From an optimization exercise on the open Yosys and OpenROAD flow, aimed at small area; shortcuts taken in it are not production practice.
No functional check of the RTL was part of any run shown here.
Power and IR drop assume default switching activity.

<file path="flow/design.v">
`timescale 1ns / 1ps
module top_module1(clk_i, rst, h_sync, v_sync, red_o, green_o, blue_o, x_in, y_in, ps2clk, ps2data, ld1);
input clk_i;
input rst;
input x_in;
input y_in;
output h_sync;
output v_sync;
output [3:0] red_o;
output [3:0] green_o;
output [3:0] blue_o;
input ps2clk;
input ps2data;
output ld1;
function [6:0] xpred;
    input [5:0] d;
    case (d)
        6'd0: xpred = 7'd16;
        6'd1: xpred = 7'd16;
        6'd2: xpred = 7'd16;
        6'd3: xpred = 7'd16;
        6'd4: xpred = 7'd16;
        6'd5: xpred = 7'd16;
        6'd6: xpred = 7'd16;
        6'd7: xpred = 7'd8;
        6'd8: xpred = 7'd8;
        6'd9: xpred = 7'd8;
        6'd10: xpred = 7'd8;
        6'd11: xpred = 7'd8;
        6'd12: xpred = 7'd8;
        6'd13: xpred = 7'd12;
        6'd14: xpred = 7'd12;
        6'd15: xpred = 7'd12;
        6'd16: xpred = 7'd12;
        6'd17: xpred = 7'd12;
        6'd18: xpred = 7'd12;
        6'd19: xpred = 7'd4;
        6'd20: xpred = 7'd4;
        6'd21: xpred = 7'd4;
        6'd22: xpred = 7'd4;
        6'd23: xpred = 7'd4;
        6'd24: xpred = 7'd68;
        6'd25: xpred = 7'd0;
        6'd26: xpred = 7'd0;
        6'd27: xpred = 7'd0;
        6'd28: xpred = 7'd0;
        6'd29: xpred = 7'd0;
        6'd30: xpred = 7'd0;
        6'd31: xpred = 7'd0;
        6'd32: xpred = 7'd0;
        6'd33: xpred = 7'd0;
        6'd34: xpred = 7'd0;
        6'd35: xpred = 7'd0;
        6'd36: xpred = 7'd0;
        6'd37: xpred = 7'd0;
        6'd38: xpred = 7'd0;
        6'd39: xpred = 7'd0;
        6'd40: xpred = 7'd34;
        6'd41: xpred = 7'd2;
        6'd42: xpred = 7'd2;
        6'd43: xpred = 7'd2;
        6'd44: xpred = 7'd2;
        6'd45: xpred = 7'd2;
        6'd46: xpred = 7'd3;
        6'd47: xpred = 7'd3;
        6'd48: xpred = 7'd3;
        6'd49: xpred = 7'd3;
        6'd50: xpred = 7'd3;
        6'd51: xpred = 7'd3;
        6'd52: xpred = 7'd1;
        6'd53: xpred = 7'd1;
        6'd54: xpred = 7'd1;
        6'd55: xpred = 7'd1;
        6'd56: xpred = 7'd1;
        6'd57: xpred = 7'd1;
        6'd58: xpred = 7'd16;
        6'd59: xpred = 7'd16;
        6'd60: xpred = 7'd16;
        6'd61: xpred = 7'd16;
        6'd62: xpred = 7'd16;
        6'd63: xpred = 7'd16;
    endcase
endfunction
function [6:0] ypred;
    input [6:0] d;
    case (d)
        7'd0: ypred = 7'd16;
        7'd1: ypred = 7'd16;
        7'd2: ypred = 7'd16;
        7'd3: ypred = 7'd16;
        7'd4: ypred = 7'd16;
        7'd5: ypred = 7'd16;
        7'd6: ypred = 7'd16;
        7'd7: ypred = 7'd16;
        7'd8: ypred = 7'd16;
        7'd9: ypred = 7'd4;
        7'd10: ypred = 7'd4;
        7'd11: ypred = 7'd4;
        7'd12: ypred = 7'd4;
        7'd13: ypred = 7'd4;
        7'd14: ypred = 7'd4;
        7'd15: ypred = 7'd4;
        7'd16: ypred = 7'd4;
        7'd17: ypred = 7'd12;
        7'd18: ypred = 7'd12;
        7'd19: ypred = 7'd12;
        7'd20: ypred = 7'd12;
        7'd21: ypred = 7'd12;
        7'd22: ypred = 7'd12;
        7'd23: ypred = 7'd12;
        7'd24: ypred = 7'd12;
        7'd25: ypred = 7'd8;
        7'd26: ypred = 7'd8;
        7'd27: ypred = 7'd8;
        7'd28: ypred = 7'd8;
        7'd29: ypred = 7'd8;
        7'd30: ypred = 7'd8;
        7'd31: ypred = 7'd8;
        7'd32: ypred = 7'd72;
        7'd33: ypred = 7'd0;
        7'd34: ypred = 7'd0;
        7'd35: ypred = 7'd0;
        7'd36: ypred = 7'd0;
        7'd37: ypred = 7'd0;
        7'd38: ypred = 7'd0;
        7'd39: ypred = 7'd0;
        7'd40: ypred = 7'd0;
        7'd41: ypred = 7'd0;
        7'd42: ypred = 7'd0;
        7'd43: ypred = 7'd0;
        7'd44: ypred = 7'd0;
        7'd45: ypred = 7'd0;
        7'd46: ypred = 7'd0;
        7'd47: ypred = 7'd0;
        7'd48: ypred = 7'd0;
        7'd49: ypred = 7'd0;
        7'd50: ypred = 7'd0;
        7'd51: ypred = 7'd0;
        7'd52: ypred = 7'd0;
        7'd53: ypred = 7'd0;
        7'd54: ypred = 7'd0;
        7'd55: ypred = 7'd0;
        7'd56: ypred = 7'd0;
        7'd57: ypred = 7'd0;
        7'd58: ypred = 7'd0;
        7'd59: ypred = 7'd0;
        7'd60: ypred = 7'd0;
        7'd61: ypred = 7'd0;
        7'd62: ypred = 7'd0;
        7'd63: ypred = 7'd0;
        7'd64: ypred = 7'd0;
        7'd65: ypred = 7'd0;
        7'd66: ypred = 7'd0;
        7'd67: ypred = 7'd0;
        7'd68: ypred = 7'd0;
        7'd69: ypred = 7'd0;
        7'd70: ypred = 7'd0;
        7'd71: ypred = 7'd0;
        7'd72: ypred = 7'd0;
        7'd73: ypred = 7'd0;
        7'd74: ypred = 7'd0;
        7'd75: ypred = 7'd0;
        7'd76: ypred = 7'd0;
        7'd77: ypred = 7'd0;
        7'd78: ypred = 7'd0;
        7'd79: ypred = 7'd0;
        7'd80: ypred = 7'd0;
        7'd81: ypred = 7'd0;
        7'd82: ypred = 7'd0;
        7'd83: ypred = 7'd0;
        7'd84: ypred = 7'd0;
        7'd85: ypred = 7'd0;
        7'd86: ypred = 7'd0;
        7'd87: ypred = 7'd0;
        7'd88: ypred = 7'd0;
        7'd89: ypred = 7'd0;
        7'd90: ypred = 7'd0;
        7'd91: ypred = 7'd0;
        7'd92: ypred = 7'd0;
        7'd93: ypred = 7'd0;
        7'd94: ypred = 7'd0;
        7'd95: ypred = 7'd0;
        7'd96: ypred = 7'd33;
        7'd97: ypred = 7'd1;
        7'd98: ypred = 7'd1;
        7'd99: ypred = 7'd1;
        7'd100: ypred = 7'd1;
        7'd101: ypred = 7'd1;
        7'd102: ypred = 7'd1;
        7'd103: ypred = 7'd1;
        7'd104: ypred = 7'd3;
        7'd105: ypred = 7'd3;
        7'd106: ypred = 7'd3;
        7'd107: ypred = 7'd3;
        7'd108: ypred = 7'd3;
        7'd109: ypred = 7'd3;
        7'd110: ypred = 7'd3;
        7'd111: ypred = 7'd3;
        7'd112: ypred = 7'd2;
        7'd113: ypred = 7'd2;
        7'd114: ypred = 7'd2;
        7'd115: ypred = 7'd2;
        7'd116: ypred = 7'd2;
        7'd117: ypred = 7'd2;
        7'd118: ypred = 7'd2;
        7'd119: ypred = 7'd2;
        7'd120: ypred = 7'd16;
        7'd121: ypred = 7'd16;
        7'd122: ypred = 7'd16;
        7'd123: ypred = 7'd16;
        7'd124: ypred = 7'd16;
        7'd125: ypred = 7'd16;
        7'd126: ypred = 7'd16;
        7'd127: ypred = 7'd16;
    endcase
endfunction
function [4:0] pad_w;
    input [5:0] d;
    case (d)
        6'd0: pad_w = 5'd15;
        6'd1: pad_w = 5'd15;
        6'd2: pad_w = 5'd15;
        6'd3: pad_w = 5'd15;
        6'd4: pad_w = 5'd15;
        6'd5: pad_w = 5'd15;
        6'd6: pad_w = 5'd15;
        6'd7: pad_w = 5'd15;
        6'd8: pad_w = 5'd14;
        6'd9: pad_w = 5'd14;
        6'd10: pad_w = 5'd13;
        6'd11: pad_w = 5'd13;
        6'd12: pad_w = 5'd13;
        6'd13: pad_w = 5'd12;
        6'd14: pad_w = 5'd11;
        6'd15: pad_w = 5'd10;
        6'd16: pad_w = 5'd10;
        6'd17: pad_w = 5'd8;
        6'd18: pad_w = 5'd7;
        6'd19: pad_w = 5'd5;
        6'd20: pad_w = 5'd0;
        6'd21: pad_w = 5'd0;
        6'd22: pad_w = 5'd0;
        6'd23: pad_w = 5'd0;
        6'd24: pad_w = 5'd0;
        6'd25: pad_w = 5'd0;
        6'd26: pad_w = 5'd0;
        6'd27: pad_w = 5'd0;
        6'd28: pad_w = 5'd0;
        6'd29: pad_w = 5'd0;
        6'd30: pad_w = 5'd0;
        6'd31: pad_w = 5'd0;
        6'd32: pad_w = 5'd0;
        6'd33: pad_w = 5'd0;
        6'd34: pad_w = 5'd0;
        6'd35: pad_w = 5'd0;
        6'd36: pad_w = 5'd0;
        6'd37: pad_w = 5'd0;
        6'd38: pad_w = 5'd0;
        6'd39: pad_w = 5'd0;
        6'd40: pad_w = 5'd0;
        6'd41: pad_w = 5'd0;
        6'd42: pad_w = 5'd0;
        6'd43: pad_w = 5'd0;
        6'd44: pad_w = 5'd0;
        6'd45: pad_w = 5'd5;
        6'd46: pad_w = 5'd7;
        6'd47: pad_w = 5'd8;
        6'd48: pad_w = 5'd10;
        6'd49: pad_w = 5'd10;
        6'd50: pad_w = 5'd11;
        6'd51: pad_w = 5'd12;
        6'd52: pad_w = 5'd13;
        6'd53: pad_w = 5'd13;
        6'd54: pad_w = 5'd13;
        6'd55: pad_w = 5'd14;
        6'd56: pad_w = 5'd14;
        6'd57: pad_w = 5'd15;
        6'd58: pad_w = 5'd15;
        6'd59: pad_w = 5'd15;
        6'd60: pad_w = 5'd15;
        6'd61: pad_w = 5'd15;
        6'd62: pad_w = 5'd15;
        6'd63: pad_w = 5'd15;
    endcase
endfunction
function [3:0] puck_w;
    input [4:0] d;
    case (d)
        5'd0: puck_w = 4'd9;
        5'd1: puck_w = 4'd9;
        5'd2: puck_w = 4'd9;
        5'd3: puck_w = 4'd9;
        5'd4: puck_w = 4'd9;
        5'd5: puck_w = 4'd9;
        5'd6: puck_w = 4'd8;
        5'd7: puck_w = 4'd8;
        5'd8: puck_w = 4'd7;
        5'd9: puck_w = 4'd6;
        5'd10: puck_w = 4'd5;
        5'd11: puck_w = 4'd4;
        5'd12: puck_w = 4'd0;
        5'd13: puck_w = 4'd0;
        5'd14: puck_w = 4'd0;
        5'd15: puck_w = 4'd0;
        5'd16: puck_w = 4'd0;
        5'd17: puck_w = 4'd0;
        5'd18: puck_w = 4'd0;
        5'd19: puck_w = 4'd0;
        5'd20: puck_w = 4'd0;
        5'd21: puck_w = 4'd4;
        5'd22: puck_w = 4'd5;
        5'd23: puck_w = 4'd6;
        5'd24: puck_w = 4'd7;
        5'd25: puck_w = 4'd8;
        5'd26: puck_w = 4'd8;
        5'd27: puck_w = 4'd9;
        5'd28: puck_w = 4'd9;
        5'd29: puck_w = 4'd9;
        5'd30: puck_w = 4'd9;
        5'd31: puck_w = 4'd9;
    endcase
endfunction
function [4:0] arc_w;
    input [5:0] d;
    case (d)
        6'd0: arc_w = 5'd18;
        6'd1: arc_w = 5'd18;
        6'd2: arc_w = 5'd18;
        6'd3: arc_w = 5'd18;
        6'd4: arc_w = 5'd18;
        6'd5: arc_w = 5'd18;
        6'd6: arc_w = 5'd18;
        6'd7: arc_w = 5'd18;
        6'd8: arc_w = 5'd17;
        6'd9: arc_w = 5'd17;
        6'd10: arc_w = 5'd17;
        6'd11: arc_w = 5'd16;
        6'd12: arc_w = 5'd16;
        6'd13: arc_w = 5'd16;
        6'd14: arc_w = 5'd15;
        6'd15: arc_w = 5'd15;
        6'd16: arc_w = 5'd14;
        6'd17: arc_w = 5'd13;
        6'd18: arc_w = 5'd12;
        6'd19: arc_w = 5'd11;
        6'd20: arc_w = 5'd10;
        6'd21: arc_w = 5'd9;
        6'd22: arc_w = 5'd8;
        6'd23: arc_w = 5'd6;
        6'd24: arc_w = 5'd0;
        6'd25: arc_w = 5'd0;
        6'd26: arc_w = 5'd0;
        6'd27: arc_w = 5'd0;
        6'd28: arc_w = 5'd0;
        6'd29: arc_w = 5'd0;
        6'd30: arc_w = 5'd0;
        6'd31: arc_w = 5'd0;
        6'd32: arc_w = 5'd0;
        6'd33: arc_w = 5'd0;
        6'd34: arc_w = 5'd0;
        6'd35: arc_w = 5'd0;
        6'd36: arc_w = 5'd0;
        6'd37: arc_w = 5'd0;
        6'd38: arc_w = 5'd0;
        6'd39: arc_w = 5'd0;
        6'd40: arc_w = 5'd0;
        6'd41: arc_w = 5'd6;
        6'd42: arc_w = 5'd8;
        6'd43: arc_w = 5'd9;
        6'd44: arc_w = 5'd10;
        6'd45: arc_w = 5'd11;
        6'd46: arc_w = 5'd12;
        6'd47: arc_w = 5'd13;
        6'd48: arc_w = 5'd14;
        6'd49: arc_w = 5'd15;
        6'd50: arc_w = 5'd15;
        6'd51: arc_w = 5'd16;
        6'd52: arc_w = 5'd16;
        6'd53: arc_w = 5'd16;
        6'd54: arc_w = 5'd17;
        6'd55: arc_w = 5'd17;
        6'd56: arc_w = 5'd17;
        6'd57: arc_w = 5'd18;
        6'd58: arc_w = 5'd18;
        6'd59: arc_w = 5'd18;
        6'd60: arc_w = 5'd18;
        6'd61: arc_w = 5'd18;
        6'd62: arc_w = 5'd18;
        6'd63: arc_w = 5'd18;
    endcase
endfunction
function [11:0] rsub;
    input [11:0] a;
    input [11:0] b;
    reg br;
    integer k;
    begin
        br = 1'b0;
        for (k = 0; k < 12; k = k + 1) begin
            rsub[k] = a[k] ^ b[k] ^ br;
            br = (~a[k] & b[k]) | (~(a[k] ^ b[k]) & br);
        end
    end
endfunction
function ult;
    input [11:0] a;
    input [11:0] b;
    reg br;
    integer k;
    begin
        br = 1'b0;
        for (k = 0; k < 12; k = k + 1)
            br = (~a[k] & b[k]) | (~(a[k] ^ b[k]) & br);
        ult = br;
    end
endfunction
function [11:0] radd;
    input [11:0] a;
    input [11:0] b;
    reg c;
    integer k;
    begin
        c = 1'b0;
        for (k = 0; k < 12; k = k + 1) begin
            radd[k] = a[k] ^ b[k] ^ c;
            c = (a[k] & b[k]) | ((a[k] ^ b[k]) & c);
        end
    end
endfunction
reg [2:0] ph;
wire ce = (ph[1:0] == 2'b01);
wire gtick = (ph == 3'd1);
reg [9:0] hc;    
reg [9:0] vc;    
reg trig;
wire h_end = hc[9] & hc[8] & hc[5];         
wire v_end = vc[9] & vc[3] & vc[2];         
always @(posedge clk_i)
    if (rst) ph <= 3'd0;
    else ph <= ph + 3'd1;
always @(posedge clk_i)
    if (rst) begin
        hc <= 10'd0;
        trig <= 1'b0;
    end else if (ce) begin
        hc <= h_end ? 10'd0 : hc + 10'd1;
        trig <= h_end;
    end
always @(posedge clk_i)
    if (rst) vc <= 10'd0;
    else if (ce && trig) vc <= v_end ? 10'd0 : vc + 10'd1;
assign h_sync = ult(hc, 656) || !ult(hc, 752);
assign v_sync = ult(vc, 490) || !ult(vc, 492);
reg read;
reg [11:0] count_reading;
reg prev_clk;
reg scan_err;
reg [10:0] scan_code;
reg trig_arr;
reg [3:0] kcount;
reg [3:0] code_id;
reg [3:0] key_id;
function [3:0] key_of;
    input [7:0] c;
    case (c)
        8'h75: key_of = 4'b0100;
        8'h72: key_of = 4'b0101;
        8'h6B: key_of = 4'b0110;
        8'h74: key_of = 4'b0111;
        8'h1D: key_of = 4'b1000;
        8'h1B: key_of = 4'b1001;
        8'h1C: key_of = 4'b1010;
        8'h23: key_of = 4'b1011;
        8'h5A: key_of = 4'b1100;
        8'h29: key_of = 4'b1101;
        default: key_of = 4'b0000;
    endcase
endfunction
always @(posedge clk_i)
    if (ce) count_reading <= read ? count_reading + 12'd1 : 12'd0;
always @(posedge clk_i)
    if (ce && ps2clk != prev_clk && !ps2clk) scan_code <= {ps2data, scan_code[10:1]};
always @(posedge clk_i)
    if (ce) begin
        if (ps2clk != prev_clk) begin
            if (!ps2clk) scan_err <= 1'b0;
        end else if (kcount == 4'd11)
            scan_err <= !scan_code[10] || scan_code[0] || !(^scan_code[9:1]);
    end
always @(posedge clk_i)
    if (rst) begin
        read <= 1'b0;
        kcount <= 4'd0;
        trig_arr <= 1'b0;
        prev_clk <= 1'b1;
    end else if (ce) begin
        if (ps2clk != prev_clk) begin
            if (!ps2clk) begin
                read <= 1'b1;
                kcount <= kcount + 4'd1;
            end
        end else if (kcount == 4'd11) begin
            kcount <= 4'd0;
            read <= 1'b0;
            trig_arr <= 1'b1;
        end else begin
            trig_arr <= 1'b0;
            if (ult(kcount, 11) && !ult(count_reading, 4000)) begin
                kcount <= 4'd0;
                read <= 1'b0;
            end
        end
        prev_clk <= ps2clk;
    end
always @(posedge clk_i)
    if (rst) begin
        code_id <= 4'd0;
        key_id <= 4'd0;
    end else if (ce) begin
        code_id <= (trig_arr && !scan_err) ? key_of(scan_code[8:1]) : 4'd0;
        key_id <= code_id;
    end
wire k_dn_pad = (key_id[3:2] == 2'b01);
wire k_up_pad = (key_id[3:2] == 2'b10);
wire k_up    = (key_id == 4'b0100);
wire enter   = (key_id == 4'b1100);
wire space   = (key_id == 4'b1101);
assign ld1 = k_up;
reg [2:0] score_1;
reg [2:0] score_2;
reg [23:0] cm;
reg w1, v1, x_mov, y_mov;
reg [10:0] pc_x;
reg [10:0] pc_y;
reg [8:0] upc_x;     
reg [7:0] upc_y;     
reg [8:0] dpc_x;     
reg [7:0] dpy;       
reg start, game_on, pause, p1, p2;
reg seg_v;           
reg [2:0] seg_s1;    
reg [2:0] seg_s2;
wire [8:0] dpc_y = {1'b1, dpy};
wire xy = x_in & y_in;
wire [9:0] px = hc;
wire [9:0] py = vc;
wire pc_lo_x = (pc_x[10:9] == 2'b00);
wire pc_lo_y = (pc_y[10:9] == 2'b00);
wire [11:0] cux = rsub({3'b0, pc_x[8:0]}, {3'b0, upc_x});
wire [11:0] cuy = rsub({3'b0, pc_y[8:0]}, {4'b0, upc_y});
wire [11:0] cdx = rsub({3'b0, pc_x[8:0]}, {3'b0, dpc_x});
wire [11:0] cdy = rsub({3'b0, pc_y[8:0]}, {3'b0, dpc_y});
wire cux_n = pc_lo_x && ((cux[9:5] == 5'h00) || (cux[9:5] == 5'h1f));
wire cuy_n = pc_lo_y && ((cuy[9:6] == 4'h0) || (cuy[9:6] == 4'hf));
wire cdx_n = pc_lo_x && ((cdx[9:5] == 5'h00) || (cdx[9:5] == 5'h1f));
wire cdy_n = pc_lo_y && ((cdy[9:6] == 4'h0) || (cdy[9:6] == 4'hf));
function [7:0] coll;
    input near;
    input [5:0] dx;
    input [6:0] dy;
    reg [6:0] xp, yp;
    begin
        xp = near ? xpred(dx) : 7'd0;
        yp = ypred(dy);
        coll[0] = (xp[0] & yp[0]) | (xp[1] & yp[1]);
        coll[1] = (xp[2] & yp[2]) | (xp[3] & yp[3]);
        coll[2] = (xp[2] & yp[1]) | (xp[3] & yp[0]);
        coll[3] = (xp[0] & yp[3]) | (xp[1] & yp[2]);
        coll[4] = xp[4] & yp[5];
        coll[5] = xp[4] & yp[6];
        coll[6] = yp[4] & xp[5];
        coll[7] = yp[4] & xp[6];
    end
endfunction
wire [7:0] cu = coll(cux_n & cuy_n, cux[5:0], cuy[6:0]);
wire [7:0] cd = coll(cdx_n & cdy_n, cdx[5:0], cdy[6:0]);
function in_row;
    input [5:0] r;
    input [5:0] dy;      
    reg [5:0] m;
    begin
        m = dy[5] ? ~dy : dy;    
        in_row = dy[5] ? ult(m + 6'd1, r) : ult(m, r);
    end
endfunction
wire [10:0] pk_x = xy ? pc_x : 11'd320;
wire [10:0] pk_y = xy ? pc_y : 11'd240;
wire [8:0] ux = xy ? upc_x : 9'd320;
wire [7:0] uy = xy ? upc_y : 8'd100;
wire [8:0] dx_ = xy ? dpc_x : 9'd320;
wire [7:0] dyl = xy ? dpy : 8'd124;
wire [11:0] ppx = rsub({2'b0, px}, {2'b0, pk_x[9:0]});
wire [11:0] ppy = rsub({2'b0, py}, {2'b0, pk_y[9:0]});
wire ppx_near = !pk_x[10] && ((ppx[10:4] == 7'h00) || (ppx[10:4] == 7'h7f)) && !ult(pk_x, 9);
wire ppy_near = !pk_y[10] && ((ppy[10:4] == 7'h00) || (ppy[10:4] == 7'h7f)) && !ult(pk_y, 12);
wire [4:0] ppx_a = ppx[4] ? 5'd0 - ppx[4:0] : ppx[4:0];
wire puck_on = ppx_near && ppy_near && ult(ppx_a, puck_w(ppy[4:0]));
wire [11:0] upx = rsub({3'b0, px[8:0]}, {3'b0, ux});
wire [11:0] upy = rsub({4'b0, py[7:0]}, {4'b0, uy});
wire upx_near = !px[9] && ((upx[9:4] == 6'h00) || (upx[9:4] == 6'h3f));
wire upy_near = (py[9:8] == 2'b00) && ((upy[8:5] == 4'h0) || (upy[8:5] == 4'hf));
wire [4:0] upx_a = upx[4] ? 5'd0 - upx[4:0] : upx[4:0];
wire up_on = upx_near && upy_near && ult(upx_a, pad_w(upy[5:0]));
wire [11:0] dpx = rsub({3'b0, px[8:0]}, {3'b0, dx_});
wire [11:0] dpy_d = rsub({3'b0, py[8:0]}, {3'b001, dyl});
wire dpx_near = !px[9] && ((dpx[9:4] == 6'h00) || (dpx[9:4] == 6'h3f));
wire dpy_near = !py[9] && ((dpy_d[9:5] == 5'h00) || (dpy_d[9:5] == 5'h1f));
wire [4:0] dpx_a = dpx[4] ? 5'd0 - dpx[4:0] : dpx[4:0];
wire dn_on = dpx_near && dpy_near && ult(dpx_a, pad_w(dpy_d[5:0]));
wire [11:0] px320 = {2'b0, px} - 12'd320;
wire arc_rb = !ult(py, 407) && ult(py, 454);
wire arc_rt = !ult(py, 27) && ult(py, 74);
wire [5:0] arc_dy = arc_rb ? py[5:0] - 6'd46 : py[5:0] - 6'd50;
wire [4:0] arc_ax = px[5] ? 5'd0 - px[4:0] : px[4:0];     
wire arc_on = (arc_rb | arc_rt) && !ult(px, 303) && ult(px, 338) && ult(arc_ax, arc_w(arc_dy));
wire side = ult(px, 161) || !ult(px, 480) || ult(py, 21) || !ult(py, 460);
wire sg = start & game_on;
wire s7 = (score_1 == 3'd7) || (score_2 == 3'd7);
wire step = sg & gtick & ~space & ~pause & ((|cm[23:5]) | (&cm[4:0]));
wire move = step & x_mov & y_mov;
wire gx = ult(pc_x, 342) && (!ult(pc_x, 299) || ult(pc_x, 9));
wire goal_b = move && (pc_y == 11'd448) && gx;
wire goal_t = move && (pc_y == 11'd32) && gx && !goal_b;
wire init_puck = !xy && !side && puck_on;
wire init_up = !xy && up_on;
wire init_dn = !xy && dn_on;
wire cg = sg & gtick;    
wire [7:0] ccu = cg ? cu : 8'd0;
wire [7:0] ccd = cg ? cd : 8'd0;
wire cxd = ccd[7] | ccd[6] | ccd[3] | ccd[2] | ccd[1] | ccd[0];
wire cxu = ccu[7] | ccu[6] | ccu[3] | ccu[2] | ccu[1] | ccu[0];
wire cx = cxd | cxu;
wire cx_pos = cxd ? (ccd[7] | (~ccd[6] & ~ccd[3] & (ccd[2] | ccd[1])))
                  : (ccu[7] | (~ccu[6] & ~ccu[3] & (ccu[2] | ccu[1])));
wire cyd = |ccd[5:0];
wire cyu = |ccu[5:0];
wire cy = cyd | cyu;
wire cy_pos = cyd ? (ccd[5] | (~ccd[4] & ~ccd[3] & ~ccd[2] & ccd[1]))
                  : (ccu[5] | (~ccu[4] & ~ccu[3] & ~ccu[2] & ccu[1]));
wire wall_l = !ult(pc_x, 9) && ult(pc_x, 169);
wire wall_r = ult(471, pc_x);
wire wall_t = !ult(pc_y, 12) && ult(pc_y, 32);
wire wall_b = ult(448, pc_y);
wire w_m = (move & wall_l) ? 1'b0 : (move & wall_r) ? 1'b1 : w1;
wire v_m = (move & wall_t) ? 1'b1 : (move & wall_b) ? 1'b0 : v1;
reg nw1, nv1;
always @* begin
    nw1 = w_m;
    if (ccu[0]) nw1 = 1'b1;
    if (ccu[1]) nw1 = 1'b0;
    if (ccu[2]) nw1 = 1'b0;
    if (ccu[3]) nw1 = 1'b1;
    if (ccu[6]) nw1 = ~w1;
    if (ccu[7]) nw1 = ~w1;
    if (ccd[0]) nw1 = 1'b1;
    if (ccd[1]) nw1 = 1'b0;
    if (ccd[2]) nw1 = 1'b0;
    if (ccd[3]) nw1 = 1'b1;
    if (ccd[6]) nw1 = ~w1;
    if (ccd[7]) nw1 = ~w1;
    nv1 = v_m;
    if (ccu[0]) nv1 = 1'b0;
    if (ccu[1]) nv1 = 1'b1;
    if (ccu[2]) nv1 = 1'b0;
    if (ccu[3]) nv1 = 1'b1;
    if (ccu[4]) nv1 = ~v1;
    if (ccu[5]) nv1 = ~v1;
    if (ccd[0]) nv1 = 1'b0;
    if (ccd[1]) nv1 = 1'b1;
    if (ccd[2]) nv1 = 1'b0;
    if (ccd[3]) nv1 = 1'b1;
    if (ccd[4]) nv1 = ~v1;
    if (ccd[5]) nv1 = ~v1;
end
wire idle = ~x_mov & ~y_mov;
wire goal = goal_b | goal_t;
wire nxm = ~goal & (x_mov | (idle & ((|ccu[3:0]) | (|ccd[3:0]) | ccd[6] | ccd[7])));
wire nym = ~goal & (y_mov | (idle & ((|ccu[3:0]) | (|ccd[3:0]) | ccd[4] | ccd[5])));
wire xc = init_puck | (~cx & ((enter & ~game_on) | goal | (cg & s7 & ~move)));
wire yc = init_puck | (~cy & (goal | (cg & s7 & ~move)));
wire [10:0] ycv = init_puck ? 11'd240 : goal_b ? 11'd280 : goal_t ? 11'd200 : 11'd240;
wire [2:0] xd = cx ? (cx_pos ? 3'b010 : 3'b110) : move ? (w1 ? 3'b111 : 3'b001) : 3'b000;
wire [2:0] yd = cy ? (cy_pos ? 3'b010 : 3'b110) : move ? (v1 ? 3'b001 : 3'b111) : 3'b000;
wire [11:0] pc_x_sum = radd({1'b0, pc_x}, {{9{xd[2]}}, xd});
wire [10:0] pc_x_add = pc_x_sum[10:0];
wire [11:0] pc_y_sum = radd({1'b0, pc_y}, {{9{yd[2]}}, yd});
wire [10:0] pc_y_add = pc_y_sum[10:0];
wire pad_rst = (enter & ~game_on) | goal_b | goal_t;
wire mv = sg & (key_id[3:2] != 2'b00) & (key_id[3:2] != 2'b11);
wire kdir = key_id[0];           
wire khor = key_id[1];
wire [8:0] pad_sel = k_up_pad ? (khor ? upc_x : {1'b0, upc_y}) : (khor ? dpc_x : {1'b0, dpy});
wire [11:0] pad_sum = radd({3'b0, pad_sel}, {{11{~kdir}}, 1'b1});
wire [8:0] pad_nxt = pad_sum[8:0];
wire upc_x_mv = mv & k_up_pad & khor & (kdir ? ult(upc_x, 465) : ult(175, upc_x));
wire upc_y_mv = mv & k_up_pad & ~khor & (kdir ? ult(upc_y, 220) : ult(40, upc_y));
wire dpc_x_mv = mv & k_dn_pad & khor & (kdir ? ult(dpc_x, 465) : ult(175, dpc_x));
wire dpy_mv = mv & k_dn_pad & ~khor & (kdir ? ult(dpy, 184) : ult(4, dpy));
always @(posedge clk_i)
    if (rst) begin
        p1 <= 1'b0;
        p2 <= 1'b0;
        game_on <= 1'b0;
        pause <= 1'b0;
        score_1 <= 3'd0;
        score_2 <= 3'd0;
        cm <= 24'd0;
        w1 <= 1'b0;
        v1 <= 1'b0;
        pc_x <= 11'd320;
        pc_y <= 11'd240;
        upc_x <= 9'd320;
        upc_y <= 8'd100;
        dpc_x <= 9'd320;
        dpy <= 8'd124;
        start <= 1'b0;
        x_mov <= 1'b0;
        y_mov <= 1'b0;
        seg_v <= 1'b0;
    end else begin
        if (enter && ~start) start <= 1'b1;
        if (enter && ~game_on) begin
            start <= 1'b0;
            game_on <= 1'b1;
        end
        if (cg) begin
            if (s7) begin
                game_on <= 1'b0;
                if (score_1 == 3'd7) p1 <= 1'b1;
                else p2 <= 1'b1;
            end
            if (space) pause <= ~pause;
            seg_v <= 1'b1;
        end
        if (step) cm <= 24'd0;
        else if (cg) cm <= cm + 24'd1;
        if ((enter && ~game_on) || (!xy && !side)) begin
            score_1 <= 3'd0;
            score_2 <= 3'd0;
        end else begin
            if (goal_b) score_2 <= score_2 + 3'd1;
            if (goal_t) score_1 <= score_1 + 3'd1;
        end
        w1 <= nw1;
        v1 <= nv1;
        x_mov <= nxm;
        y_mov <= nym;
        pc_x <= xc ? 11'd320 : pc_x_add;
        pc_y <= yc ? ycv : pc_y_add;
        if (pad_rst || init_up) begin
            upc_x <= 9'd320;
            upc_y <= 8'd100;
        end else begin
            if (upc_x_mv) upc_x <= pad_nxt;
            if (upc_y_mv) upc_y <= pad_nxt[7:0];
        end
        if (pad_rst || init_dn) begin
            dpc_x <= 9'd320;
            dpy <= 8'd124;
        end else begin
            if (dpc_x_mv) dpc_x <= pad_nxt;
            if (dpy_mv) dpy <= pad_nxt[7:0];
        end
    end
function [6:0] segs;
    input [2:0] s;
    case (s)
        3'd0: segs = 7'b1110111;
        3'd1: segs = 7'b0100100;
        3'd2: segs = 7'b1011101;
        3'd3: segs = 7'b1101101;
        3'd4: segs = 7'b0101110;
        3'd5: segs = 7'b1101011;
        3'd6: segs = 7'b1111011;
        default: segs = 7'b0100101;
    endcase
endfunction
always @(posedge clk_i)
    if (cg) begin
        seg_s1 <= score_1;
        seg_s2 <= score_2;
    end
wire [6:0] sa = seg_v ? segs(seg_s1) : 7'd0;
wire [6:0] sb = seg_v ? segs(seg_s2) : 7'd0;
function in_box;
    input [9:0] v;
    input [9:0] lo;
    input [9:0] hi;
    in_box = !ult(v, lo) && !ult(hi, v);
endfunction
reg seg_hit, seg_lit;
always @* begin
    seg_hit = 1'b0;
    seg_lit = 1'b0;
    if (in_box(px, 50, 110) && in_box(py, 120, 140)) begin seg_hit = 1'b1; seg_lit = sa[0]; end
    if (in_box(px, 50, 110) && in_box(py, 230, 250)) begin seg_hit = 1'b1; seg_lit = sa[3]; end
    if (in_box(px, 50, 110) && in_box(py, 340, 360)) begin seg_hit = 1'b1; seg_lit = sa[6]; end
    if (in_box(px, 25, 45) && in_box(py, 145, 225)) begin seg_hit = 1'b1; seg_lit = sa[1]; end
    if (in_box(px, 25, 45) && in_box(py, 255, 335)) begin seg_hit = 1'b1; seg_lit = sa[4]; end
    if (in_box(px, 115, 135) && in_box(py, 145, 225)) begin seg_hit = 1'b1; seg_lit = sa[2]; end
    if (in_box(px, 115, 135) && in_box(py, 255, 335)) begin seg_hit = 1'b1; seg_lit = sa[5]; end
    if (in_box(px, 530, 590) && in_box(py, 120, 140)) begin seg_hit = 1'b1; seg_lit = sb[0]; end
    if (in_box(px, 530, 590) && in_box(py, 230, 250)) begin seg_hit = 1'b1; seg_lit = sb[3]; end
    if (in_box(px, 530, 590) && in_box(py, 340, 360)) begin seg_hit = 1'b1; seg_lit = sb[6]; end
    if (in_box(px, 505, 525) && in_box(py, 145, 225)) begin seg_hit = 1'b1; seg_lit = sb[1]; end
    if (in_box(px, 505, 525) && in_box(py, 255, 335)) begin seg_hit = 1'b1; seg_lit = sb[4]; end
    if (in_box(px, 595, 615) && in_box(py, 145, 225)) begin seg_hit = 1'b1; seg_lit = sb[2]; end
    if (in_box(px, 595, 615) && in_box(py, 255, 335)) begin seg_hit = 1'b1; seg_lit = sb[5]; end
end
reg txt;
always @* begin
    txt = 1'b0;
    if (~start) begin
        if (in_box(px, 281, 291) && in_box(py, 226, 227)) txt = 1'b1;
        if (in_box(px, 279, 280) && in_box(py, 228, 238)) txt = 1'b1;
        if (in_box(px, 281, 291) && in_box(py, 239, 240)) txt = 1'b1;
        if (in_box(px, 292, 293) && in_box(py, 241, 251)) txt = 1'b1;
        if (in_box(px, 281, 291) && in_box(py, 252, 253)) txt = 1'b1;
        if (in_box(px, 293, 307) && in_box(py, 226, 227)) txt = 1'b1;
        if (in_box(px, 300, 301) && in_box(py, 226, 253)) txt = 1'b1;
        if (in_box(px, 312, 322) && in_box(py, 226, 227)) txt = 1'b1;
        if (in_box(px, 310, 311) && in_box(py, 228, 238)) txt = 1'b1;
        if (in_box(px, 310, 311) && in_box(py, 241, 251)) txt = 1'b1;
        if (in_box(px, 312, 322) && in_box(py, 239, 240)) txt = 1'b1;
        if (in_box(px, 323, 324) && in_box(py, 228, 238)) txt = 1'b1;
        if (in_box(px, 323, 324) && in_box(py, 241, 251)) txt = 1'b1;
        if (in_box(px, 329, 339) && in_box(py, 226, 227)) txt = 1'b1;
        if (in_box(px, 327, 328) && in_box(py, 228, 238)) txt = 1'b1;
        if (in_box(px, 327, 328) && in_box(py, 241, 251)) txt = 1'b1;
        if (in_box(px, 329, 339) && in_box(py, 239, 240)) txt = 1'b1;
        if (in_box(px, 340, 341) && in_box(py, 228, 238)) txt = 1'b1;
        if (in_box(px, 337, 338) && in_box(py, 241, 251)) txt = 1'b1;
        if (in_box(px, 344, 358) && in_box(py, 226, 227)) txt = 1'b1;
        if (in_box(px, 351, 352) && in_box(py, 226, 253)) txt = 1'b1;
    end else if (pause) begin
        if (in_box(px, 281, 291) && in_box(py, 226, 227)) txt = 1'b1;
        if (in_box(px, 279, 280) && in_box(py, 228, 238)) txt = 1'b1;
        if (in_box(px, 281, 291) && in_box(py, 239, 240)) txt = 1'b1;
        if (in_box(px, 279, 280) && in_box(py, 241, 251)) txt = 1'b1;
        if (in_box(px, 292, 293) && in_box(py, 228, 238)) txt = 1'b1;
        if (in_box(px, 298, 308) && in_box(py, 226, 227)) txt = 1'b1;
        if (in_box(px, 296, 297) && in_box(py, 228, 238)) txt = 1'b1;
        if (in_box(px, 298, 308) && in_box(py, 239, 240)) txt = 1'b1;
        if (in_box(px, 296, 297) && in_box(py, 241, 251)) txt = 1'b1;
        if (in_box(px, 309, 310) && in_box(py, 228, 238)) txt = 1'b1;
        if (in_box(px, 309, 310) && in_box(py, 241, 251)) txt = 1'b1;
        if (in_box(px, 315, 325) && in_box(py, 252, 253)) txt = 1'b1;
        if (in_box(px, 313, 314) && in_box(py, 228, 238)) txt = 1'b1;
        if (in_box(px, 313, 314) && in_box(py, 241, 251)) txt = 1'b1;
        if (in_box(px, 326, 327) && in_box(py, 228, 238)) txt = 1'b1;
        if (in_box(px, 326, 327) && in_box(py, 241, 251)) txt = 1'b1;
        if (in_box(px, 332, 342) && in_box(py, 226, 227)) txt = 1'b1;
        if (in_box(px, 330, 331) && in_box(py, 228, 238)) txt = 1'b1;
        if (in_box(px, 332, 342) && in_box(py, 239, 240)) txt = 1'b1;
        if (in_box(px, 332, 342) && in_box(py, 252, 253)) txt = 1'b1;
        if (in_box(px, 343, 344) && in_box(py, 241, 251)) txt = 1'b1;
        if (in_box(px, 349, 359) && in_box(py, 226, 227)) txt = 1'b1;
        if (in_box(px, 347, 348) && in_box(py, 228, 238)) txt = 1'b1;
        if (in_box(px, 349, 359) && in_box(py, 239, 240)) txt = 1'b1;
        if (in_box(px, 349, 359) && in_box(py, 252, 253)) txt = 1'b1;
        if (in_box(px, 347, 348) && in_box(py, 241, 251)) txt = 1'b1;
    end else if (~game_on) begin
        if (in_box(px, 281, 291) && in_box(py, 226, 227)) txt = 1'b1;
        if (in_box(px, 279, 280) && in_box(py, 228, 238)) txt = 1'b1;
        if (in_box(px, 281, 291) && in_box(py, 239, 240)) txt = 1'b1;
        if (in_box(px, 279, 280) && in_box(py, 241, 251)) txt = 1'b1;
        if (in_box(px, 292, 293) && in_box(py, 228, 238)) txt = 1'b1;
        if (p1) begin
            if (in_box(px, 298, 308) && in_box(py, 226, 227)) txt = 1'b1;
            if (in_box(px, 309, 310) && in_box(py, 228, 238)) txt = 1'b1;
            if (in_box(px, 298, 308) && in_box(py, 239, 240)) txt = 1'b1;
            if (in_box(px, 298, 308) && in_box(py, 252, 253)) txt = 1'b1;
            if (in_box(px, 296, 297) && in_box(py, 241, 251)) txt = 1'b1;
        end else if (p2) begin
            if (in_box(px, 309, 310) && in_box(py, 228, 238)) txt = 1'b1;
            if (in_box(px, 309, 310) && in_box(py, 241, 251)) txt = 1'b1;
        end
        if (in_box(px, 315, 325) && in_box(py, 252, 253)) txt = 1'b1;
        if (in_box(px, 313, 314) && in_box(py, 228, 238)) txt = 1'b1;
        if (in_box(px, 313, 314) && in_box(py, 241, 251)) txt = 1'b1;
        if (in_box(px, 326, 327) && in_box(py, 228, 238)) txt = 1'b1;
        if (in_box(px, 326, 327) && in_box(py, 241, 251)) txt = 1'b1;
        if (in_box(px, 328, 338) && in_box(py, 252, 253)) txt = 1'b1;
        if (in_box(px, 339, 340) && in_box(py, 228, 238)) txt = 1'b1;
        if (in_box(px, 339, 340) && in_box(py, 241, 251)) txt = 1'b1;
        if (in_box(px, 345, 355) && in_box(py, 226, 227)) txt = 1'b1;
        if (in_box(px, 345, 355) && in_box(py, 252, 253)) txt = 1'b1;
        if (in_box(px, 343, 344) && in_box(py, 228, 238)) txt = 1'b1;
        if (in_box(px, 343, 344) && in_box(py, 241, 251)) txt = 1'b1;
        if (in_box(px, 356, 357) && in_box(py, 228, 238)) txt = 1'b1;
        if (in_box(px, 356, 357) && in_box(py, 241, 251)) txt = 1'b1;
        if (in_box(px, 362, 372) && in_box(py, 226, 227)) txt = 1'b1;
        if (in_box(px, 360, 361) && in_box(py, 228, 238)) txt = 1'b1;
        if (in_box(px, 360, 361) && in_box(py, 241, 251)) txt = 1'b1;
        if (in_box(px, 373, 374) && in_box(py, 228, 238)) txt = 1'b1;
        if (in_box(px, 373, 374) && in_box(py, 241, 251)) txt = 1'b1;
    end
end
wire banner = ~(start & ~pause & game_on);
wire gray = banner && ult(223, py) && ult(py, 257);
reg r_f, r_n, g_f, g_n, b_f, b_n;
reg nr_f, nr_n, ng_f, ng_n, nb_f, nb_n;
always @* begin
    if (side) begin
        nr_f = seg_hit & seg_lit;
        nr_n = seg_hit;
        ng_f = 1'b0; ng_n = 1'b0;
        nb_f = 1'b0; nb_n = 1'b0;
    end else begin
        nr_f = 1'b0; ng_f = 1'b0; nb_f = 1'b1;
        if (ult(290, px) && ult(px, 350) && (ult(py, 50) || ult(430, py))) begin
            nr_f = 1'b1; ng_f = 1'b1; nb_f = 1'b1;
        end
        if ((py == 10'd239) || (py == 10'd240)) begin
            nr_f = 1'b0; ng_f = 1'b0; nb_f = 1'b0;
        end
        if (arc_on) begin
            nr_f = 1'b1; ng_f = 1'b1; nb_f = 1'b1;
        end
        if (puck_on) begin
            nr_f = 1'b1; ng_f = 1'b0; nb_f = 1'b0;
        end
        if (up_on || dn_on) begin
            nr_f = 1'b1; ng_f = 1'b1; nb_f = 1'b0;
        end
        nr_n = nr_f; ng_n = ng_f; nb_n = nb_f;
        if (gray) begin
            nr_f = 1'b0; ng_f = 1'b0; nb_f = 1'b0;
            nr_n = 1'b1; ng_n = 1'b1; nb_n = 1'b1;
        end
        if (txt) begin
            nr_f = 1'b1; ng_f = 1'b0; nb_f = 1'b0;
            nr_n = 1'b1; ng_n = 1'b0; nb_n = 1'b0;
        end
    end
end
always @(posedge clk_i)
    if (rst) begin
        r_f <= 1'b0; r_n <= 1'b0;
        g_f <= 1'b0; g_n <= 1'b0;
        b_f <= 1'b0; b_n <= 1'b0;
    end else begin
        r_f <= nr_f; r_n <= nr_n;
        g_f <= ng_f; g_n <= ng_n;
        b_f <= nb_f; b_n <= nb_n;
    end
assign red_o = {r_f, r_f, r_n, r_f};
assign green_o = {g_f, g_f, g_n, g_f};
assign blue_o = {b_f, b_f, b_n, b_f};
endmodule
</file>
<file path="flow/flow/run.sh">
#!/bin/bash
# Own layout flow: the standard flow (standard.sh) unchanged, except that
# the synthesis maps the combinational logic with an area-oriented ABC script
# (flow/area.abc) instead of ORFS's delay-oriented one. Registers, their
# names and cells are those of the standard synthesis (ABC maps only the
# logic between them).
set -euo pipefail
W=$(pwd)
export OWN_ABC_SCRIPT="$W/flow/area.abc"
# The standard flow's synthesis script, with every abc call given the script above
{
  echo 'proc abc {args} {'
  echo '  set i [lsearch -exact $args -script]'
  echo '  if {$i >= 0} { lset args [expr {$i + 1}] $::env(OWN_ABC_SCRIPT) }'
  echo '  yosys abc {*}$args'
  echo '}'
  cat "$W/synth_recipe.tcl"
} > "$W/own_synth.tcl"
sed -E "s#SYNTH_SCRIPT=[^ ]*synth_recipe\.tcl'?#SYNTH_SCRIPT=$W/own_synth.tcl#" "$W/standard.sh" > "$W/own_standard.sh"
grep -q "SYNTH_SCRIPT=$W/own_synth.tcl" "$W/own_standard.sh"
bash "$W/own_standard.sh" > "$W/own_flow.log" 2>&1
cp "$W"/orfs/logs/*/top_module1/base/1_2_yosys.log "$W/yosys.log" 2>/dev/null || true
</file>
<file path="flow/flow/area.abc">
strash
balance -l
resub -K 6 -l
rewrite -l
resub -K 6 -N 2 -l
refactor -l
resub -K 8 -l
balance -l
resub -K 8 -N 2 -l
rewrite -l
resub -K 10 -l
rewrite -z -l
resub -K 10 -N 2 -l
balance -l
resub -K 12 -l
refactor -z -l
resub -K 12 -N 2 -l
rewrite -z -l
balance -l
&get -n
&deepsyn -T 60
&put
balance -l
resub -K 6 -l
rewrite -l
resub -K 6 -N 2 -l
refactor -l
resub -K 8 -l
balance -l
resub -K 8 -N 2 -l
rewrite -l
resub -K 10 -l
rewrite -z -l
resub -K 10 -N 2 -l
balance -l
resub -K 12 -l
refactor -z -l
resub -K 12 -N 2 -l
rewrite -z -l
balance -l
dch -f
amap
topo
</file>
<file path="flow/standard.sh">
#!/bin/bash
# synth_recipe.tcl (not shown) runs the flow's synth.tcl, then flattens the netlist and writes it again
# the make line also repeats each setting of config.mk as NAME=value (left out here)
make -C /OpenROAD-flow-scripts/flow DESIGN_CONFIG=/design/flow/config.mk WORK_HOME=/design/flow/orfs CLKGATE_MAP_FILE= SYNTH_SCRIPT=/design/flow/synth_recipe.tcl "${@:-finish}"
</file>
<file path="flow/config.mk">
export PLATFORM = sky130hd
export DESIGN_NAME = top_module1
export DESIGN_NICKNAME = top_module1
export VERILOG_FILES = /design/flow/design.v
export SDC_FILE = /design/flow/constraint.sdc
export NUM_CORES = 4
export LEC_CHECK = 0
export CAP_MARGIN = 20
export CORE_MARGIN = 2
export CORE_UTILIZATION = 40
export SLEW_MARGIN = 20
</file>
<file path="flow/constraint.sdc">
create_clock -name core_clock -period 20.0 [get_ports {clk_i}]
set_input_delay 4.0000 -clock core_clock [delete_from_list [all_inputs] [get_ports {clk_i}]]
set_output_delay 4.0000 -clock core_clock [all_outputs]
set_load 0.01 [all_outputs]
</file>
==> summary.txt, run 1 <==
----------------------------------------------------
[Hold path]
  Worst min-delay path endpoint ... ph[0]
  Hold Path Class ... register to register
  WHS Path Cells ... 1
  Startpoint of the most critical hold path ... ph[0]

[Die]
  Total number of placement rows ... between 60 and 70
  Die Area ... ~36000 µm²
  Area inside the core boundary ... between 30000 and 40000 µm²
  Initial core utilization ... about two fifths
  Die Width ... approximately 190 µm
  DIE HEIGHT ... 190 µm
  Number of top-level pins ... 21

[Critical path]
  Depth of the worst register-to-register path ... 31
  Category of the critical setup timing path ... input port to register
  CP Capture Type ... register
  Reg2reg start ... pc_x[0]
  Setup slack of the worst register-to-register path ... 9.82 ns
  Worst-path maximum fanout ... 43
  Cell repeated most along the worst path ... sky130_fd_sc_hd__fa_1
  Worst path max stage delay ... approximately 0.46 ns
  Nature of the critical path startpoint ... input port
  Total buffers and inverters traversed by the critical path ... 8
  CP Data Required Time ... a little over 20 ns
  CP max-delay cell ... sky130_fd_sc_hd__clkdlybuf4s50_1
  R2R Path End ... pc_y[10]
  Cell type group with the largest total delay on the critical path ... adder cells
  Worst Path Arrival ... approximately 11 ns

[Cells and area]
  Final core utilization ... between 40% and 50%
  Fill cell count ... 3472
  Fraction of final layout cells sized beyond drive strength 1 ... 2.22%
  Final Cell Area ... 15200 µm²
  Area growth, synth to finish ... 9.47%
  Number of nets in the layout ... 1995
  Diodes inserted ... 0

[Synth]
  Cell area after synthesis ... around 14000 µm²
  Synthesis-stage register bit count ... 171
  Library cell occupying the most area in the post-synthesis netlist ... sky130_fd_sc_hd__dfxtp_1
  Cells taking the most area after synthesis ... sky130_fd_sc_hd__dfxtp_1 (20%), sky130_fd_sc_hd__fa_1 (15%), sky130_fd_sc_hd__ha_1 (8.4%), sky130_fd_sc_hd__clkinv_1 (8.0%), sky130_fd_sc_hd__nor2_1 (7.2%)
  Post-synthesis async set-or-reset flop share ... 0%
  Total nets after synthesis ... 1960
  Dominant register cell in the synthesized netlist ... sky130_fd_sc_hd__dfxtp_1
  Cell with the most instances after synthesis ... sky130_fd_sc_hd__clkinv_1
  Number of synthesis warnings ... 1
  Mean instance size in the synthesized netlist ... just under 8 µm²
  Yosys top cell area share ... approximately a fifth
  Share of the yosys chip area belonging to registers ... between 20 and 30%
  EDFF count, synth ... 30
  Post-synth cell types ... 53
  Synth top cells by count ... sky130_fd_sc_hd__clkinv_1 (295), sky130_fd_sc_hd__nor2_1 (266), sky130_fd_sc_hd__nand2_1 (171)
  Synthesized netlist cell count ... ~1.8k

[GRT]
  Global-route wire length before repair ... ~67 mm
  Overall track demand over capacity in global routing ... between 20% and 30%
  Number of antenna violations at the first check in global routing ... 0
  Overall overflow remaining after global route ... 0
  Pin count of the biggest net entering global routing ... between 40 and 50
  Via count of the first global-routing pass ... 12.3k

[Clocking]
  Clock tree from TritonCTS ... yes
  Post-CTS resize count ... 0
  Clock latency at the later pin of the worst-skew pair ... 0.45 ns
  Cell chosen for the clock root ... sky130_fd_sc_hd__clkbuf_16
  CTS Buf Count ... 17
  Buffer count from post-CTS setup fixing ... 0
  Count of hold buffers inserted by post-cts repair ... 0
  H-tree depth reported by CTS ... 4
  Clock Pin Slew Worst Setup and Hold Paths ... 0.08 ns
  Clock Sinks ... approximately 170
  Number of buffers on the longest clock path ... 2

[Place]
  Routability cong. ... approximately 0.9
  Placed Instance Area ... roughly 15000 µm²
  DPL Wire Length ... 33.6 mm
  Number of I/O port buffers ... 20
  Post-place setup slack ... roughly 9 ns

[STA]
  Final period demand of the worst path ... approximately 11 ns
  Actual slew at the worst max-slew pin ... roughly 0.94 ns
  RSZ-0062 raised after global routing ... false
  Count of endpoints failing setup in the final report ... 0
  Final worst hold slack ... between 0.4 and 0.5 ns
  Fin Clk Skew ... a little under 0.02 ns
  Relative max-transition margin ... 36.4%
  Fmax ... approximately 95 MHz
  Setup tns final ... 0 ns
  Max-slew violation total from the final report ... 0
  Crit path setup slack, layout ... around 9.4 ns
  Fraction of the cycle the final worst path needs ... between 50% and 60%
  Hold violation total from the final report ... 0

[Route]
  Detailed-route wire length ... 41.9 mm
  Total via count in the routed design ... ~13k
  Average wire per standard cell ... ~19 µm
  Final antenna-violating net count ... 0
  Number of remaining DRC errors ... 0
  Via/cell ratio ... 5.77
  Iter 0 DRT Violations ... between 1k and 1.5k
  Number of iterations in the first detailed-routing pass ... 6

[Pwr]
  Flop pwr share ... slightly below 50%
  Largest vdd supply drop ... around 64 µV
  Power per cell area ... 47.7 nW/µm²
  Net switching power ... between 150 and 200 µW
  Static Leak ... approximately 5.1 nW
  Internal power summed over all cells ... about 530 µW
  Switch share ... around a quarter
  Combinational group share of total power ... between 5 and 6%
  Proportion of power drawn by the clock network ... a little under half

[Run status]
  Outcome ... timing/DRC/antenna clean

[Job]
  Max-capacitance violation count ... 0

----------------------------------------------------
## cell families (layout without fill, tap and decap cells)
group / count (synthesis) / in the layout / synth area share [%]
compound gates: 419 / 419 / 19.9
xor+xnor: 1 / 1 / 0.0631
fa+ha+maj: 197 / 197 / 23.4
buf+inv: 307 / 355 / 8.63
flops: 171 / 171 / 26.8
simple gates: 662 / 662 / 21.2
## how the worst max path moves through the flow
stage               start   to  slack [ns]  cells after the start
finish               x_in  r_n        9.44                     26
global route         x_in  r_n        9.05                     26
CTS                  x_in  r_n        9.49                     26
detailed placement   x_in  r_n        9.02                     26
global placement     x_in  r_n        9.32                     26
floorplan            x_in  r_n       10.15                     24
## sequential cells by signal (all words and copies together) (netlist names), 3 cells and up
signal         flops
key_id             4
score_2            3
scan_code         11
pc_y              11
vc                10
seg_s1             3
upc_x              9
code_id            4
pc_x              11
score_1            3
dpc_x              9
dpy                8
cm                24
hc                10
ph                 3
count_reading     12
kcount             4
seg_s2             3
upc_y              8
## power groups by stage
stage | Clock [mW] | Combinational, mW | Sequential, mW
CTS | 0.332 | 0.0383 | 0.358
floorplan | 0 | 0.0257 | 0.365
finish | 0.329 | 0.0383 | 0.358
detailed placement | 0 | 0.0381 | 0.366
global placement | 0 | 0.0376 | 0.366
global route | 0.346 | 0.0433 | 0.359
## worst reg2reg max path, delay by kind of cell, from the launching register on
family	cells	cell delay (ns)
adder cells (fa/ha/maj)	17	6.64
AND/OR/NAND/NOR	6	1.85
buffers and inverters	3	0.67
AO/OA/AOI/OAI	5	0.57
flip-flops	1	0.33
## placed cells by master, fill, tap and decap left out, types with 30 or more instances in the layout
| cell type | instances |
|---|---|
| sky130_fd_sc_hd__nand3_1 | 35 |
| sky130_fd_sc_hd__clkinv_1 | 295 |
| sky130_fd_sc_hd__nand2_1 | 171 |
| sky130_fd_sc_hd__a31oi_1 | 38 |
| sky130_fd_sc_hd__o22ai_1 | 59 |
| sky130_fd_sc_hd__nor2_1 | 266 |
| sky130_fd_sc_hd__a21oi_1 | 75 |
| sky130_fd_sc_hd__nor3_1 | 67 |
| sky130_fd_sc_hd__nor4_1 | 35 |
| sky130_fd_sc_hd__nand4_1 | 32 |
| sky130_fd_sc_hd__edfxtp_1 | 30 |
| sky130_fd_sc_hd__dfxtp_1 | 141 |
| sky130_fd_sc_hd__fa_1 | 104 |
| sky130_fd_sc_hd__ha_1 | 93 |
| sky130_fd_sc_hd__o21ai_0 | 86 |
## through the flow
step,instances,power [mW]
2_1_floorplan,1757,0.391
3_3_place_gp,2228,0.404
3_5_place_dp,2228,0.404
4_1_cts,2260,0.729
5_1_grt,2260,0.748
6_report,2260,0.725
## routing by layer
layer	part of all wire [%]	vias up	GRT usage, %	routed length, µm
met5	0	-	0	0
met4	3.0	0	8.62	1280
met3	5.6	77	2.78	2340
li1	-	6282	-	-
met2	45	486	37.5	18900
met1	46	6195	33.5	19400
## final cells by class
class                           count  area [µm²]  area share [%]
Timing Repair Buffer               28         260            1.71
Tap cell                          455         569            3.75
Multi-Input combinational cell   1279        8960            59.0
Clock buffer                       19         434            2.86
Inverter                          295        1110            7.29
Sequential cell                   171        3720            24.5
Clock inverter                     13         136           0.897
==> inputs of run 2 (changes only) <==
--- a/flow/design.v
+++ b/flow/design.v
@@ -528,7 +528,9 @@
 assign ld1 = k_up;
 reg [2:0] score_1;
 reg [2:0] score_2;
-reg [23:0] cm;
+reg [4:0] cml;
+reg [18:0] cmh;
+wire cmh_fb = cmh[18] ^ cmh[5] ^ cmh[1] ^ cmh[0] ^ (cmh[17:0] == 18'd0);
 reg w1, v1, x_mov, y_mov;
 reg [10:0] pc_x;
 reg [10:0] pc_y;
@@ -616,7 +618,7 @@
 wire side = ult(px, 161) || !ult(px, 480) || ult(py, 21) || !ult(py, 460);
 wire sg = start & game_on;
 wire s7 = (score_1 == 3'd7) || (score_2 == 3'd7);
-wire step = sg & gtick & ~space & ~pause & ((|cm[23:5]) | (&cm[4:0]));
+wire step = sg & gtick & ~space & ~pause & ((|cmh) | (&cml));
 wire move = step & x_mov & y_mov;
 wire gx = ult(pc_x, 342) && (!ult(pc_x, 299) || ult(pc_x, 9));
 wire goal_b = move && (pc_y == 11'd448) && gx;
@@ -704,7 +706,8 @@
         pause <= 1'b0;
         score_1 <= 3'd0;
         score_2 <= 3'd0;
-        cm <= 24'd0;
+        cml <= 5'd0;
+        cmh <= 19'd0;
         w1 <= 1'b0;
         v1 <= 1'b0;
         pc_x <= 11'd320;
@@ -732,8 +735,13 @@
             if (space) pause <= ~pause;
             seg_v <= 1'b1;
         end
-        if (step) cm <= 24'd0;
-        else if (cg) cm <= cm + 24'd1;
+        if (step) begin
+            cml <= 5'd0;
+            cmh <= 19'd0;
+        end else if (cg) begin
+            cml <= cml + 5'd1;
+            if (&cml) cmh <= {cmh[17:0], cmh_fb};
+        end
         if ((enter && ~game_on) || (!xy && !side)) begin
             score_1 <= 3'd0;
             score_2 <= 3'd0;
@@ -788,25 +796,21 @@
     input [9:0] hi;
     in_box = !ult(v, lo) && !ult(hi, v);
 endfunction
-reg seg_hit, seg_lit;
-always @* begin
-    seg_hit = 1'b0;
-    seg_lit = 1'b0;
-    if (in_box(px, 50, 110) && in_box(py, 120, 140)) begin seg_hit = 1'b1; seg_lit = sa[0]; end
-    if (in_box(px, 50, 110) && in_box(py, 230, 250)) begin seg_hit = 1'b1; seg_lit = sa[3]; end
-    if (in_box(px, 50, 110) && in_box(py, 340, 360)) begin seg_hit = 1'b1; seg_lit = sa[6]; end
-    if (in_box(px, 25, 45) && in_box(py, 145, 225)) begin seg_hit = 1'b1; seg_lit = sa[1]; end
-    if (in_box(px, 25, 45) && in_box(py, 255, 335)) begin seg_hit = 1'b1; seg_lit = sa[4]; end
-    if (in_box(px, 115, 135) && in_box(py, 145, 225)) begin seg_hit = 1'b1; seg_lit = sa[2]; end
-    if (in_box(px, 115, 135) && in_box(py, 255, 335)) begin seg_hit = 1'b1; seg_lit = sa[5]; end
-    if (in_box(px, 530, 590) && in_box(py, 120, 140)) begin seg_hit = 1'b1; seg_lit = sb[0]; end
-    if (in_box(px, 530, 590) && in_box(py, 230, 250)) begin seg_hit = 1'b1; seg_lit = sb[3]; end
-    if (in_box(px, 530, 590) && in_box(py, 340, 360)) begin seg_hit = 1'b1; seg_lit = sb[6]; end
-    if (in_box(px, 505, 525) && in_box(py, 145, 225)) begin seg_hit = 1'b1; seg_lit = sb[1]; end
-    if (in_box(px, 505, 525) && in_box(py, 255, 335)) begin seg_hit = 1'b1; seg_lit = sb[4]; end
-    if (in_box(px, 595, 615) && in_box(py, 145, 225)) begin seg_hit = 1'b1; seg_lit = sb[2]; end
-    if (in_box(px, 595, 615) && in_box(py, 255, 335)) begin seg_hit = 1'b1; seg_lit = sb[5]; end
-end
+wire seg_r = !ult(px, 480);
+wire [4:0] seg_xh = px[9:5] - 5'd15;
+wire [9:0] seg_x = seg_r ? {seg_xh, px[4:0]} : px;
+wire [6:0] seg_d = seg_r ? sb : sa;
+wire sx1 = in_box(seg_x, 25, 45);
+wire sx2 = in_box(seg_x, 50, 110);
+wire sx3 = in_box(seg_x, 115, 135);
+wire sy1 = in_box(py, 120, 140);
+wire sy2 = in_box(py, 145, 225);
+wire sy3 = in_box(py, 230, 250);
+wire sy4 = in_box(py, 255, 335);
+wire sy5 = in_box(py, 340, 360);
+wire seg_hit = (sx2 & (sy1 | sy3 | sy5)) | ((sx1 | sx3) & (sy2 | sy4));
+wire seg_lit = (sx2 & sy1 & seg_d[0]) | (sx2 & sy3 & seg_d[3]) | (sx2 & sy5 & seg_d[6]) |
+               (sx1 & sy2 & seg_d[1]) | (sx1 & sy4 & seg_d[4]) | (sx3 & sy2 & seg_d[2]) | (sx3 & sy4 & seg_d[5]);
 reg txt;
 always @* begin
     txt = 1'b0;
--- a/flow/config.mk
+++ b/flow/config.mk
@@ -7,5 +7,6 @@
 export LEC_CHECK = 0
 export CAP_MARGIN = 20
 export CORE_MARGIN = 2
-export CORE_UTILIZATION = 40
+export CORE_UTILIZATION = 60
+export CTS_BUF_LIST = sky130_fd_sc_hd__clkbuf_2 sky130_fd_sc_hd__clkbuf_4 sky130_fd_sc_hd__clkbuf_8
 export SLEW_MARGIN = 20
==> run 2 against run 1 <==
  * Register-to-register slack worse by 0.02 ns
  * Combinational power is 15% lower
  * Via count increased by 0.40%
  * Critical path type is now register to register
  * Critical path depth increased by 7
  * Sequential power barely moved
  * Utilization up 21 points
  * Non-clock buffer count is 3 higher
  * Largest power group unchanged
  * Worst setup slack better by 0.37 ns
==> summary.txt, run 2 <==
----------------------------------------------------
[Run status]
  Outcome ... timing/DRC/antenna clean

[Clocking]
  Clock Sinks ... roughly 170
  H-tree depth reported by CTS ... 4
  Post-CTS resize count ... 0
  Buffer count from post-CTS setup fixing ... 0
  Number of buffers on the longest clock path ... 2
  Count of hold buffers inserted by post-cts repair ... 0
  Cell chosen for the clock root ... sky130_fd_sc_hd__clkbuf_8
  Clock Pin Slew Worst Setup and Hold Paths ... about 0.13 ns
  CTS Buf Count ... 17
  Clock tree from TritonCTS ... yes
  Clock latency at the later pin of the worst-skew pair ... a little under 0.5 ns

[Cells and area]
  Number of nets in the layout ... around 2k
  Max reg flops ... 19
  Non-Filler Instances ... between 2k and 2.5k
  Diodes inserted ... 0
  Area growth, synth to finish ... 7.27%
  Largest registers ... cmh x19, count_reading x12
  Biggest register ... cmh
  Fraction of final layout cells sized beyond drive strength 1 ... 2.46%
  Most frequent cells in the layout ... sky130_fd_sc_hd__clkinv_1 (299), sky130_fd_sc_hd__nor2_1 (261), sky130_fd_sc_hd__nand2_1 (148)
  Commonest non-fill, non-tap cell in the layout ... sky130_fd_sc_hd__clkinv_1

[Synth]
  Total nets after synthesis ... between 1.5k and 2k
  Synthesis-stage register bit count ... about 170
  Cells taking the most area after synthesis ... sky130_fd_sc_hd__dfxtp_1 (20%), sky130_fd_sc_hd__fa_1 (15%), sky130_fd_sc_hd__ha_1 (8.6%), sky130_fd_sc_hd__clkinv_1 (8.1%), sky130_fd_sc_hd__nor2_1 (7.1%)
  Mean instance size in the synthesized netlist ... 7.97 µm²
  Share of the yosys chip area belonging to registers ... 26.9%
  Synthesized netlist cell count ... roughly 1.7k
  Dominant register cell in the synthesized netlist ... sky130_fd_sc_hd__dfxtp_1
  Yosys top cell area share ... between 20% and 30%
  Library cell occupying the most area in the post-synthesis netlist ... sky130_fd_sc_hd__dfxtp_1
  Cell with the most instances after synthesis ... sky130_fd_sc_hd__clkinv_1
  Post-synth cell types ... between 60 and 70
  Number of synthesis warnings ... 1
  Cell area after synthesis ... 13800 µm²
  Synth top cells by count ... sky130_fd_sc_hd__clkinv_1 (299), sky130_fd_sc_hd__nor2_1 (261), sky130_fd_sc_hd__nand2_1 (148)
  Post-synthesis async set-or-reset flop share ... 0%
  EDFF count, synth ... 30

[Critical path]
  Category of the critical setup timing path ... register to register
  CP max-delay cell ... sky130_fd_sc_hd__fa_1
  Cell repeated most along the worst path ... sky130_fd_sc_hd__fa_1
  Nature of the critical path startpoint ... register
  Depth of the worst register-to-register path ... 33
  CP Capture Type ... register
  CP Data Required Time ... about 20 ns
  Worst-path maximum fanout ... 9
  Worst Path Arrival ... 10.57 ns
  Worst path max stage delay ... about 0.56 ns

[Hold path]
  WHS Path Cells ... 1
  Hold Path Class ... register to register

[Pwr]
  Largest vdd supply drop ... slightly below 40 µV
  Overall Power ... 658 µW
  Power per cell area ... 44.4 nW/µm²
  Static Leak ... between 5 and 6 nW

[GRT]
  Met2 track demand over resource in global routing ... approximately 55%
  Via count of the first global-routing pass ... approximately 13k
  Most heavily used metal layer in global routing ... met2
  Pin count of the biggest net entering global routing ... between 40 and 50
  Number of antenna violations at the first check in global routing ... 0
  GR met1 Demand/Resource ... around 50%
  Overall overflow remaining after global route ... 0
  Met3 GRT Util ... between 6 and 7%
  Global-route wire length before repair ... about 67 mm
  Overall track demand over capacity in global routing ... 35.2%

[Route]
  Detailed-route wire length ... 41.0 mm
  Iter 0 DRT Violations ... between 1.5k and 2k
  Via/cell ratio ... roughly 6.3
  Total via count in the routed design ... 13.1k
  Number of remaining DRC errors ... 0
  Final antenna-violating net count ... 0
  Average wire per standard cell ... between 15 and 20 µm
  Number of iterations in the first detailed-routing pass ... 7

[STA]
  Fin Clk Skew ... 0.0251 ns
  Count of endpoints failing setup in the final report ... 0
  Final period demand of the worst path ... slightly above 10 ns
  Fraction of the cycle the final worst path needs ... slightly above 50%
  Max-slew violation total from the final report ... 0
  Hold violation total from the final report ... 0
  Fmax ... 98.1 MHz
  Relative max-transition margin ... between 30 and 40%
  Actual slew at the worst max-slew pin ... ~0.95 ns
  Setup tns final ... 0 ns
  RSZ-0062 raised after global routing ... false

[Die]
  Number of top-level pins ... 21
  Total number of placement rows ... 55
  Die Width ... 156 µm
  DIE HEIGHT ... ~160 µm
  Die Area ... 24300 µm²
  Area inside the core boundary ... ~23000 µm²
  Initial core utilization ... about 60%

[Place]
  Cell count after placement ... 2039
  Routability cong. ... 1.03
  Number of I/O port buffers ... 20
  DPL Wire Length ... 32.8 mm

[Job]
  Max-capacitance violation count ... 0

----------------------------------------------------
run 2: cell count changes in the layout (fill, tap and decap cells not counted), sizes merged, moves of 8 or more:
cell	before	now
a211oi	28	18
a22oi	10	18
clkinv	300	310
nand2	171	148
nand4	32	17
o22ai	59	76
run 2: power breakdown:
part | internal [mW] | switching (mW)
logic | 0.00968 | 0.0229
registers | 0.354 | 0.00361
clock network | 0.0997 | 0.168
total | 0.464 | 0.195
run 2: worst paths after layout:
path | from | end | slack (ns)
worst max-delay path | pc_x[0] | pc_y[10] | 9.80
worst min-delay path | cml[3] | cml[3] | 0.46
worst max register to register | pc_x[0] | pc_y[10] | 9.80
worst min register to register | cml[3] | cml[3] | 0.46
run 2: metrics by stage:
| stage | utilization [%] | hold slack (ns) | area [µm²] | setup slack, ns |
|---|---|---|---|---|
| after global routing | 65.5 | 0.491 | 14800 | 9.01 |
| after CTS | 65.5 | 0.464 | 14800 | 9.85 |
| final | 65.5 | 0.462 | 14800 | 9.80 |
| after detailed placement | 63.5 | 0.440 | 14400 | 9.54 |
| after floorplan | - | 0.420 | 13800 | 10.54 |
| after global placement | 63.5 | 0.434 | 14400 | 9.72 |
run 2: layout make-up:
cell class | count | area (µm²)
Fill cell | 1993 | 7810
Multi-Input combinational cell | 1253 | 8890
Clock buffer | 17 | 234
Tap cell | 285 | 357
Clock inverter | 15 | 216
Sequential cell | 171 | 3720
Timing Repair Buffer | 31 | 283
Inverter | 299 | 1120
run 2: cells by family (layout without fill, tap and decap cells):
family	Yosys count	after routing	share of synthesized area, %
and+or+nand+nor	620	620	19.9
AOI/OAI and AO/OA	433	433	20.6
buffers and inverters	311	362	8.77
DFF	171	171	26.9
xor gates and xnor gates	1	1	0.0634
adders and majority gates	199	199	23.7
run 2: worst max-delay path: cells and delay by family (launching register included):
family	cells	cell delay [ns]
fa+ha+maj	17	6.50
buf+inv	4	0.81
simple gates	7	1.73
compound gates	5	0.73
flops	1	0.35
run 2: per-layer routing:
| layer | vias up | routed length [µm] | share of wire (%) |
|---|---|---|---|
| met5 | - | 0 | 0 |
| met4 | 0 | 1560 | 3.8 |
| met3 | 114 | 4020 | 9.8 |
| met2 | 679 | 17800 | 43 |
| met1 | 6119 | 17600 | 43 |
| li1 | 6180 | - | - |

==> what the ideal ports hide <==
The results above use ideal ports. As a check the final layouts listed here were re-extracted and re-timed, cells and wires unchanged. Step 1 assumes that a clkbuf_16 drives the clock port and a buf_2 every other input. Step 2 times the ports against the registers' clock, not the clock port: input delays grow and output delays shrink by t, the midpoint of the rising clock arrivals with the driver on. a / b / c = no drivers / after step 1 / after step 2; a / b = the first two.
| run | t (ns) | slack for setup (ns) | pins driven straight from the clock port |
|---|---|---|---|
| run 1 | 0.495 | 9.438 / 9.467 / 8.972 | 1 |
| run 2 | 0.518 | 9.803 / 9.803 / 9.380 | 1 |
After both steps setup and hold are still met in every run listed. For run 1, which loses most, drivers alone change the setup slack by +0.029 ns; drivers and shift together by -0.466 ns.
